Background: an optimization exercise with open tools, aiming at small area. Do not read the settings as production practice.
Function was checked by simulation only, so behaviour that the tests miss may differ from the original.

== run 1 ==
## draw_line
module draw_line(clk, rst_n, wea, x, y, m, b, dir, range, index_rd, line_x, line_y, finish);
input             clk, rst_n;
input             wea;
input      [31:0] x, y, m, b, dir, range;
input      [31:0] index_rd;
output     [31:0] line_x, line_y;
output     reg finish;
reg        [31:0] cnt, cnt_upd;
reg        [31:0] x_reg, m_reg, acc;
reg               mv, dec;
reg        [4:0]  idx;
reg        [1:0]  ph;
genvar gi;
wire [32:0] ltc;
assign ltc[0] = 1'b0;
generate for (gi = 0; gi < 32; gi = gi + 1) begin : g_lt
    assign ltc[gi+1] = (range[gi] & ~cnt[gi]) | (range[gi] & ltc[gi]) | (~cnt[gi] & ltc[gi]);
end endgenerate
wire        lt = ltc[32];
wire [32:0] cch;
assign cch[0] = lt;
generate for (gi = 0; gi < 32; gi = gi + 1) begin : g_cnt
    assign cch[gi+1] = cch[gi] & cnt_upd[gi];
end endgenerate
always @(posedge clk or negedge rst_n) begin
    if (!rst_n) begin
        cnt     <= 32'd0;
        cnt_upd <= 32'd0;
        finish  <= 1'b0;
    end else begin
        cnt     <= cnt_upd ^ cch[31:0];
        cnt_upd <= cnt;
        finish  <= !lt;
    end
end
wire        start  = wea && !rst_n;
always @(posedge clk) begin
    if (start)
        ph <= 2'd0;
    else if (ph != 2'd3)
        ph <= ph + 2'd1;
end
wire        rd   = !start && ph == 2'd3;
wire        dneg = rd && dec;
wire [4:0]  kz   = mv ? idx : 5'd0;
reg  [31:0] mop;
reg  [7:0]  wop;
reg         wm1;
wire [31:0] aop = start ? b : acc;
always @(*) begin
    if (start) begin
        mop = m;                    wop = x[7:0];  wm1 = 1'b0;
    end else case (ph)
        2'd0: begin mop = {m_reg[23:0], 8'd0};  wop = x_reg[15:8];  wm1 = x_reg[7];  end
        2'd1: begin mop = {m_reg[15:0], 16'd0}; wop = x_reg[23:16]; wm1 = x_reg[15]; end
        2'd2: begin mop = {m_reg[7:0], 24'd0};  wop = x_reg[31:24]; wm1 = x_reg[23]; end
        default: begin mop = m_reg;             wop = {3'd0, kz};   wm1 = 1'b0; end
    endcase
end
wire [31:0] mac;
wire [3:0] one, two, neg;
wire [8:0] wx = {wop, wm1};
assign one[0] = wx[1] ^ wx[0];
assign two[0] = (wx[2] & ~wx[1] & ~wx[0]) | (~wx[2] & wx[1] & wx[0]);
assign neg[0] = wx[2] ^ dneg;
wire [31:0] bp0;
dl_bpp b0_0 (.m1(mop[0]), .m0(1'b0), .one(one[0]), .two(two[0]), .neg(neg[0]), .p(bp0[0]));
dl_bpp b0_1 (.m1(mop[1]), .m0(mop[0]), .one(one[0]), .two(two[0]), .neg(neg[0]), .p(bp0[1]));
  ...
Size: about 1300 cells after synthesis.
clock: 14.0 ns
lec_check: 0
cap_margin: 20
core_margin: 2
core_utilization: 40
gpl_timing_driven: 0
slew_margin: 20
synth_hierarchical: 1
synth_minimum_keep_size: 0
standard.sh (not shown) runs the stock make flow with config.mk's settings and CLKGATE_MAP_FILE= SYNTH_SCRIPT=/design/flow/synth_recipe.tcl, a recipe that flattens the netlist after the stock synthesis.
==> flow/flow/run.sh <==
#!/bin/bash
# The standard layout (the standard.sh: the standard synthesis and ORFS
# from floorplan to finish), with these changes to how the layout is made:
#  - at the start of the floorplan step, flow/downsize.tcl swaps every
#    combinational cell for the smallest cell of the same function; the
#    timing repair of the floorplan and later steps sizes up what is needed;
#  - the port buffers that global placement adds to every input and output
#    are sky130_fd_sc_hd__buf_1 cells instead of the default buffer;
#  - clock tree synthesis adds no dummy loads and uses clkbuf_8 buffers.
# make's full output goes to flow_make.log in this folder.
set -euo pipefail
here=$(pwd)
bash standard.sh \
  "PRE_FLOORPLAN_TCL=$here/flow/downsize.tcl" \
  "BUFFER_PORTS_ARGS=-buffer_cell sky130_fd_sc_hd__buf_1" \
  "CTS_ARGS=-sink_clustering_enable -repair_clock_nets -dont_use_dummy_load -buf_list sky130_fd_sc_hd__clkbuf_8" \
  finish > flow_make.log 2>&1
==> flow/flow/downsize.tcl <==
# Sized-down start for the resizer: every combinational cell of the
# synthesized netlist is swapped for the smallest cell of the same function
# (same name but for the drive-strength suffix). Registers, tie cells and
# buffers are left as they are. The floorplan's and later stages' timing
# repair then size up what the timing needs.
set db [ord::get_db]
set n 0
set saved 0.0
foreach inst [[ord::get_db_block] getInsts] {
  set mname [[$inst getMaster] getName]
  if {![regexp {^(sky130_fd_sc_hd__([a-z0-9]+))_([0-9]+)$} $mname -> base func drive]} { continue }
  if {[regexp {^(df|edf|sdf|sed|dl|conb|buf|clkbuf|clkdly|dlygate|tap|fill|decap|diode)} $func]} { continue }
  set cur [$inst getMaster]
  set best $cur
  set best_area [expr {[$cur getWidth] * [$cur getHeight]}]
  foreach d {0 1 2 4 6 8 12 16} {
    set cand [$db findMaster "${base}_$d"]
    if {$cand == "NULL" || $cand == ""} { continue }
    set a [expr {[$cand getWidth] * [$cand getHeight]}]
    if {$a < $best_area} { set best $cand; set best_area $a }
  }
  if {$best != $cur} {
    set saved [expr {$saved + [$cur getWidth] * [$cur getHeight] - $best_area}]
    $inst swapMaster $best
    incr n
  }
}
puts "downsize.tcl: swapped $n cells to their smallest size, [expr {$saved / 1e6}] um2 less"
Input changes introduced in run 2 (baseline for comparison: run 1):
Settings: SLEW_MARGIN: 20 -> 5; CAP_MARGIN: 20 -> 5.
Results
Diff run 1 -> run 2: achievable frequency roughly the same; met1 track demand over resource lower; clock latency on the worst-skew pair roughly the same.
Input-level comparison between run 3 and run 2:
Settings: clearing GPL_TIMING_DRIVEN, which used to be 0; swapping 5 for 20 in CAP_MARGIN; swapping 5 for 20 in SLEW_MARGIN.
==> flow/flow/run.sh <==
#!/bin/bash
# The standard layout (the standard.sh: the standard synthesis and ORFS
# from floorplan to finish), with two changes to how the layout is made:
#  - the port buffers that global placement adds to every input and output
#    are sky130_fd_sc_hd__buf_1 cells instead of the default buffer;
#  - clock tree synthesis adds no dummy loads.
# make's full output goes to flow_make.log in this folder.
set -euo pipefail
bash standard.sh \
  "BUFFER_PORTS_ARGS=-buffer_cell sky130_fd_sc_hd__buf_1" \
  "CTS_ARGS=-sink_clustering_enable -repair_clock_nets -dont_use_dummy_load" \
  finish > flow_make.log 2>&1
removed: flow/flow/downsize.tcl
==> comparison <==
Going from run 2 to run 3, number of cells on the critical path shrank by a little under 10%.
Die height is lower on run 2
The post-route fraction of the period consumed by the critical path in run 3 sits 0.37 points below the value recorded for run 2.
Run 3 against run 2: placement-stage cell area has increased, number of ordinary and repair buffers in the finished layout has decreased, cell count has decreased, total placed cells including tap cells has decreased, shortest clock period the worst path allows after layout has decreased.
In the reports for run 3 and run 2, the smaller routed length on met1 belongs to run 3.
Inputs modified between run 3 and run 4:
Settings: CORE_UTILIZATION now 65, was 40.
diff --git a/flow/flow/run.sh b/flow/flow/run.sh
--- a/flow/flow/run.sh
+++ b/flow/flow/run.sh
@@ -3 +3,4 @@
-# from floorplan to finish), with two changes to how the layout is made:
+# from floorplan to finish), with these changes to how the layout is made:
+#  - at the start of the floorplan step, flow/downsize.tcl swaps every
+#    combinational cell for the smallest cell of the same function; the
+#    timing repair of the floorplan and later steps sizes up what is needed;
@@ -6 +9 @@
-#  - clock tree synthesis adds no dummy loads.
+#  - clock tree synthesis adds no dummy loads and uses clkbuf_8 buffers.
@@ -8,0 +12 @@
+here=$(pwd)
@@ -9,0 +14 @@
+  "PRE_FLOORPLAN_TCL=$here/flow/downsize.tcl" \
@@ -11 +16 @@
-  "CTS_ARGS=-sink_clustering_enable -repair_clock_nets -dont_use_dummy_load" \
+  "CTS_ARGS=-sink_clustering_enable -repair_clock_nets -dont_use_dummy_load -buf_list sky130_fd_sc_hd__clkbuf_8" \
==> flow/flow/downsize.tcl (new file) <==
# Sized-down start for the resizer: every combinational cell of the
# synthesized netlist is swapped for the smallest cell of the same function
# (same name but for the drive-strength suffix). Registers, tie cells and
# buffers are left as they are. The floorplan's and later stages' timing
# repair then size up what the timing needs.
set db [ord::get_db]
set n 0
set saved 0.0
foreach inst [[ord::get_db_block] getInsts] {
  set mname [[$inst getMaster] getName]
  if {![regexp {^(sky130_fd_sc_hd__([a-z0-9]+))_([0-9]+)$} $mname -> base func drive]} { continue }
  if {[regexp {^(df|edf|sdf|sed|dl|conb|buf|clkbuf|clkdly|dlygate|tap|fill|decap|diode)} $func]} { continue }
  set cur [$inst getMaster]
  set best $cur
  set best_area [expr {[$cur getWidth] * [$cur getHeight]}]
  foreach d {0 1 2 4 6 8 12 16} {
    set cand [$db findMaster "${base}_$d"]
    if {$cand == "NULL" || $cand == ""} { continue }
    set a [expr {[$cand getWidth] * [$cand getHeight]}]
    if {$a < $best_area} { set best $cand; set best_area $a }
  }
  if {$best != $cur} {
    set saved [expr {$saved + [$cur getWidth] * [$cur getHeight] - $best_area}]
    $inst swapMaster $best
    incr n
  }
}
puts "downsize.tcl: swapped $n cells to their smallest size, [expr {$saved / 1e6}] um2 less"
[summary]
NOTE: post-placement worst setup slack in run 4 falls short of that of run 3
Run 4 vs run 3 — transition time at the pin with the least slew margin rose 0.11 ns.
Compared with run 3, run 4 shows a lower final setup slack of the worst path.
Changes observed in run 4 relative to run 3: placer's final routability congestion estimate grew by 0.017, detail-routed net length per standard cell level.
Relative to run 3, run 4 degrades clock skew.

## separate check: timing with driven ports
The results above use ideal ports. As a check the final layouts listed here were re-extracted and re-timed, cells and wires unchanged.
Step 1, drivers: a clkbuf_16 drives clk and a buf_2 each remaining input, both assumed.
Step 2 moves the port delays by t, midway between the first and last clock arrival at a register: inputs arrive t later, outputs are due t later. That takes back most of the time a late clock gives input paths.
Slacks: no drivers / after step 1 / after step 2; pairs: no drivers / after step 1.
run	shift t [ns]	slack for setup (ns)	worst hold slack (ns)	slew at the worst register clock pin (ns)
run 1	0.539	0.406 / 0.353 / 0.353	0.368 / 0.368 / 0.368	0.11 / 0.11
run 2	0.538	0.407 / 0.366 / 0.366	0.382 / 0.382 / 0.382	0.11 / 0.11
run 3	0.479	0.459 / 0.430 / 0.430	0.366 / 0.366 / 0.366	0.07 / 0.07
run 4	0.502	0.386 / 0.362 / 0.362	0.373 / 0.373 / 0.373	0.12 / 0.12
After both steps setup and hold are still met in every run listed. For run 1, which loses most, drivers alone change the setup slack by -0.053 ns; drivers and shift together by -0.053 ns.
